Background: an optimization exercise with open tools, aiming at small area. Do not read the settings as production practice.
Only simulation tests tie the RTL to the original design; equivalence was not proved.
The clock port is modelled as an ideal driver, which makes a skipped or thinned clock tree look cheaper than it is; a real chip needs a root buffer or a tree.
Power is estimated from default activity; no workload was simulated.

Setup of trial 83:
## clock_divider
module clock_divider
  #(parameter WIDTH = 8)
(
  input clk_in, nrst,
  input [WIDTH-1:0] scale,
  output clk_out
);
Settings: LEC_CHECK=0, CAP_MARGIN=20, CORE_MARGIN=2, CORE_UTILIZATION=20, PLACE_DENSITY=0.85, SLEW_MARGIN=20; clock period 10.0 ns.
standard.sh (not shown) runs the stock make flow with config.mk's settings and CLKGATE_MAP_FILE= SYNTH_SCRIPT=/design/flow/synth_recipe.tcl, a recipe that flattens the netlist after the stock synthesis.
==> flow/flow/run.sh <==
#!/bin/bash
# Own layout flow: the standard flow (standard.sh) with these changes:
#  - synthesis is synth_recipe.tcl, except that ABC maps the logic with several scripts
#    (ORFS's speed script and flow/abc_*.script) and the smallest mapping is kept
#    (flow/abc_pick.tcl), and Yosys's adder extraction (ADDER_MAP_FILE) is off, so adders
#    go through ABC too; registers are mapped before ABC runs, so they are the standard
#    synthesis's;
#  - ports get the smallest buffer (buf_1);
#  - the clock port drives NBUF clock buffers, each driving one group of registers,
#    in place of TritonCTS's tree with dummy loads (flow/clock_buffers.tcl).
# Each tool's log is under orfs/logs/; make's own output is in flow_make.log.
set -euo pipefail
W=$(pwd)
F=$W/flow
CLKBUF=${CLKBUF:-sky130_fd_sc_hd__clkbuf_4}
NBUF=${NBUF:-3}
export FLOW_ABC_SCRIPTS="$(ls $F/abc_*.script | tr '\n' ' ')"
{
  echo "source $F/abc_pick.tcl"
  cat synth_recipe.tcl
} > my_synth.tcl
sed -e "s#SYNTH_SCRIPT=[^ ]*#SYNTH_SCRIPT=$W/my_synth.tcl ADDER_MAP_FILE=#" standard.sh > my_standard.sh
grep -q "SYNTH_SCRIPT=$W/my_synth.tcl ADDER_MAP_FILE=" my_standard.sh
cat > pre_cts.tcl <<EOF
source $F/clock_buffers.tcl
rename clock_tree_synthesis my_tritoncts
proc clock_tree_synthesis {args} { my_clock_buffers $CLKBUF $NBUF }
EOF
export PRE_CTS_TCL=$W/pre_cts.tcl
export BUFFER_PORTS_ARGS="-buffer_cell sky130_fd_sc_hd__buf_1"
bash my_standard.sh finish > flow_make.log 2>&1
==> flow/flow/abc_e.script <==
strash
dc2
dc2
&get -n
&dch -f
&nf -R 1000
&put
strash
&get -n
&dch -f
&nf -R 1000
&put
==> flow/flow/abc_f.script <==
strash
&get -n
&fraig -x
&put
scorr
dc2
dretime
strash
&get -n
&dch -f
&nf -R 1000
&put
strash
&get -n
&dch -f
&nf -R 1000
&put
strash
&get -n
&dch -f
&nf -R 1000
&put
==> flow/flow/abc_pick.tcl <==
# Sourced by the synthesis script before ORFS's synth.tcl. Replaces the abc command: ABC maps
# the logic once with ORFS's own script and once with each script in FLOW_ABC_SCRIPTS, and
# the mapping with the smallest cell area is kept. Registers are mapped before abc runs and
# are not touched.
proc my_abc_area {} {
  set st [yosys tee -q -s result.string stat {*}$::my_lib_args]
  if {[regexp {Chip area for module[^:]*:\s*([0-9.]+)} $st -> a]} { return $a }
  return 1e18
}
proc abc {args} {
  set i [lsearch -exact $args -script]
  set ::my_lib_args {}
  foreach j [lsearch -all -exact $args -liberty] { lappend ::my_lib_args -liberty [lindex $args [expr {$j + 1}]] }
  set orfs_script [lindex $args [expr {$i + 1}]]
  yosys design -save my_pre_abc
  set best $orfs_script; set best_area 1e18
  foreach s [concat [list $orfs_script] $::env(FLOW_ABC_SCRIPTS)] {
    yosys design -load my_pre_abc
    set a $args; lset a [expr {$i + 1}] $s
    if {[catch { yosys abc {*}$a } err]} { puts "bench abc script $s failed: $err"; continue }
    yosys opt_clean -purge
    set area [my_abc_area]
    puts "bench abc script $s: area $area"
    if {$area < $best_area} { set best_area $area; set best $s }
  }
  puts "bench abc: keeping $best (area $best_area)"
  yosys design -load my_pre_abc
  set a $args; lset a [expr {$i + 1}] $best
  yosys abc {*}$a
}
Other scripts of this flow, unchanged in this note and not shown: flow/flow/abc_a.script, flow/flow/abc_b.script, flow/flow/abc_c.script, flow/flow/abc_d.script, flow/flow/clock_buffers.tcl
For build 51, these inputs were changed with respect to trial 83:
==> flow/flow/abc_pick.tcl <==
# Sourced by the synthesis script before ORFS's synth.tcl. Replaces the abc command: ABC maps
# the logic once with each script in FLOW_ABC_SCRIPTS (and ORFS's own), and the mapping with
# the smallest cell area is kept. Registers are mapped before abc runs and are not touched.
proc my_abc_area {} {
  set st [yosys tee -q -s result.string stat {*}$::my_lib_args]
  if {[regexp {Chip area for module[^:]*:\s*([0-9.]+)} $st -> a]} { return $a }
  return 1e18
}
proc abc {args} {
  set i [lsearch -exact $args -script]
  set ::my_lib_args {}
  foreach j [lsearch -all -exact $args -liberty] { lappend ::my_lib_args -liberty [lindex $args [expr {$j + 1}]] }
  yosys design -save my_pre_abc
  set best ""; set best_area 1e18
  foreach s [concat [list [lindex $args [expr {$i + 1}]]] $::env(FLOW_ABC_SCRIPTS)] {
    yosys design -load my_pre_abc
    set a $args; lset a [expr {$i + 1}] $s
    yosys abc {*}$a
    yosys opt_clean -purge
    set area [my_abc_area]
    puts "bench abc script $s: area $area"
    if {$area < $best_area} { set best_area $area; set best $s }
  }
  puts "bench abc: keeping $best (area $best_area)"
  yosys design -load my_pre_abc
  set a $args; lset a [expr {$i + 1}] $best
  yosys abc {*}$a
}
removed: flow/flow/abc_e.script
removed: flow/flow/abc_f.script
## What came out
Compared with trial 83, in build 51 hold slack lost 0.019 ns, final worst clock skew has increased, synthesis-to-finish area growth essentially unchanged, total power held steady. Against trial 83, build 51 comes in about 0.8% higher on combinational power. The sequential share of layout area number comes out lower for build 51 vs trial 83. Summary of the comparison: final design instance area without fill is higher in build 51, relative to trial 83. The switching share of power of build 51 and that of trial 83 are within noise of each other. Of trial 83 and build 51, the run reporting the lower clock distribution power was build 51. Between trial 83 and build 51, share of the cycle needed by the critical path after routing increased.
No run of this note takes its clock network from TritonCTS; it comes from the design's own scripts or RTL.


Setup of the previous run:
clock_divider, a different RTL version from the one above (not shown whole).
Size: roughly 11 I/O pins.
==> flow/config.mk <==
export PLATFORM = sky130hd
export DESIGN_NAME = clock_divider
export DESIGN_NICKNAME = clock_divider
export VERILOG_FILES = /design/flow/design.v
export SDC_FILE = /design/flow/constraint.sdc
export NUM_CORES = 4
export LEC_CHECK = 0
export CAP_MARGIN = 20
export CORE_MARGIN = 2
export CORE_UTILIZATION = 20
export PLACE_DENSITY = 0.6
export SLEW_MARGIN = 20
==> flow/constraint.sdc <==
create_clock -name core_clock -period 10.0 [get_ports {clk_in}]
set_input_delay 2.0000 -clock core_clock [delete_from_list [all_inputs] [get_ports {clk_in}]]
set_output_delay 2.0000 -clock core_clock [all_outputs]
set_load 0.01 [all_outputs]
==> flow/flow/clock_buffers.tcl <==
# Clock distribution for a small design: the clock port drives NBUF clock buffers directly,
# each driving one group of registers (the groups split the registers by position).
proc my_clock_buffers { buf_master nbuf } {
  set block [ord::get_db_block]
  set master [[ord::get_db] findMaster $buf_master]
  set clk_net [$block findNet clk_in]
  $clk_net setSigType CLOCK
  set sinks {}
  foreach it [$clk_net getITerms] {
    set loc [[$it getInst] getLocation]
    lappend sinks [list $it [lindex $loc 0] [lindex $loc 1]]
  }
  # split by y into rows of groups, then by x
  set n [llength $sinks]
  set sinks [lsort -integer -index 2 $sinks]
  set groups {}
  set per [expr {int(ceil(double($n) / $nbuf))}]
  for {set g 0} {$g < $nbuf} {incr g} {
    lappend groups [lrange $sinks [expr {$g * $per}] [expr {min($n, ($g + 1) * $per) - 1}]]
  }
  set g 0
  foreach grp $groups {
    if { [llength $grp] == 0 } { continue }
    set net [odb::dbNet_create $block clknet_${g}_clk_in]
    $net setSigType CLOCK
    set inst [odb::dbInst_create $block $master clkbuf_${g}_clk_in]
    set sx 0; set sy 0
    foreach s $grp {
      set it [lindex $s 0]
      set sx [expr {$sx + [lindex $s 1]}]; set sy [expr {$sy + [lindex $s 2]}]
      $it disconnect
      $it connect $net
    }
    foreach it [$inst getITerms] {
      set m [[$it getMTerm] getName]
      if { $m == "A" } { $it connect $clk_net }
      if { $m == "X" } { $it connect $net }
    }
    $inst setLocation [expr {$sx / [llength $grp]}] [expr {$sy / [llength $grp]}]
    $inst setPlacementStatus PLACED
    puts "clock buffer $g ($buf_master) drives [llength $grp] registers"
    incr g
  }
}
Scripts as last shown in full above: flow/flow/run.sh
Other scripts of this flow, unchanged in this note and not shown: flow/flow/abc_a.script, flow/flow/abc_b.script, flow/flow/abc_c.script, flow/flow/abc_d.script, flow/flow/abc_pick.tcl
What the current run does differently from the previous run at the input level:
--- a/flow/flow/run.sh
+++ b/flow/flow/run.sh
@@ -13,6 +13,6 @@
 W=$(pwd)
 F=$W/flow
-CLKBUF=${CLKBUF:-sky130_fd_sc_hd__clkbuf_4}
-NBUF=${NBUF:-3}
+CLKBUF=${CLKBUF:-sky130_fd_sc_hd__clkbuf_8}
+NBUF=${NBUF:-2}
 export FLOW_ABC_SCRIPTS="$(ls $F/abc_*.script | tr '\n' ' ')"
 {
Notes after the runs:
Between the current run and the previous run, the combinational cell fraction of total power figures differ only marginally. Summary — via count, the current run relative to the previous run: lower, by 6. Diff the previous run -> the current run: number of sequential cells in the layout stayed essentially flat; least setup slack across all paths after layout shows a reduction of 0.019 ns; cell area power density went up by about 1.6%; wire length of the first global-routing pass shows no meaningful change; utilization roughly the same. Between the current run and the previous run, the clock network latency to the later pin of the worst-skew pair does not differ in any meaningful way.
In every run of this note, the design's own scripts or RTL, not TritonCTS, make the clock network.

[what the ideal ports hide]
How much do the figures lean on ideal ports? The routed layouts below were timed once more, with nothing changed but the port constraints. Step 1 assumes that a clkbuf_16 drives the clock port and a buf_2 every other input. Step 2 also shifts input and output timing later by t, the mid clock arrival at the registers, as if the neighbouring blocks saw the same clock. a / b / c = ideal / step 1 / step 2; a / b = the first two.
run | shift t [ns] | setup slack, ns | worst setup path at the end | clock arrival spread, ns | slew at the worst register clock pin (ns)
trial 83 | 0.191 | 6.973 / 6.973 / 6.795 | input to register | 0.011 / 0.011 | 0.11 / 0.11
build 51 | 0.189 | 6.879 / 6.879 / 6.703 | input to register | 0.020 / 0.020 | 0.11 / 0.11
the previous run | 0.197 | 6.892 / 6.894 / 6.697 | input to register | 0.017 / 0.016 | 0.12 / 0.12
the current run | 0.187 | 6.873 / 6.877 / 6.690 | input to register | 0.004 / 0.004 | 0.10 / 0.10
After both steps setup and hold are still met in every run listed. The setup slack of the previous run, which loses most, moves by +0.002 ns with the drivers and by -0.195 ns with both steps.
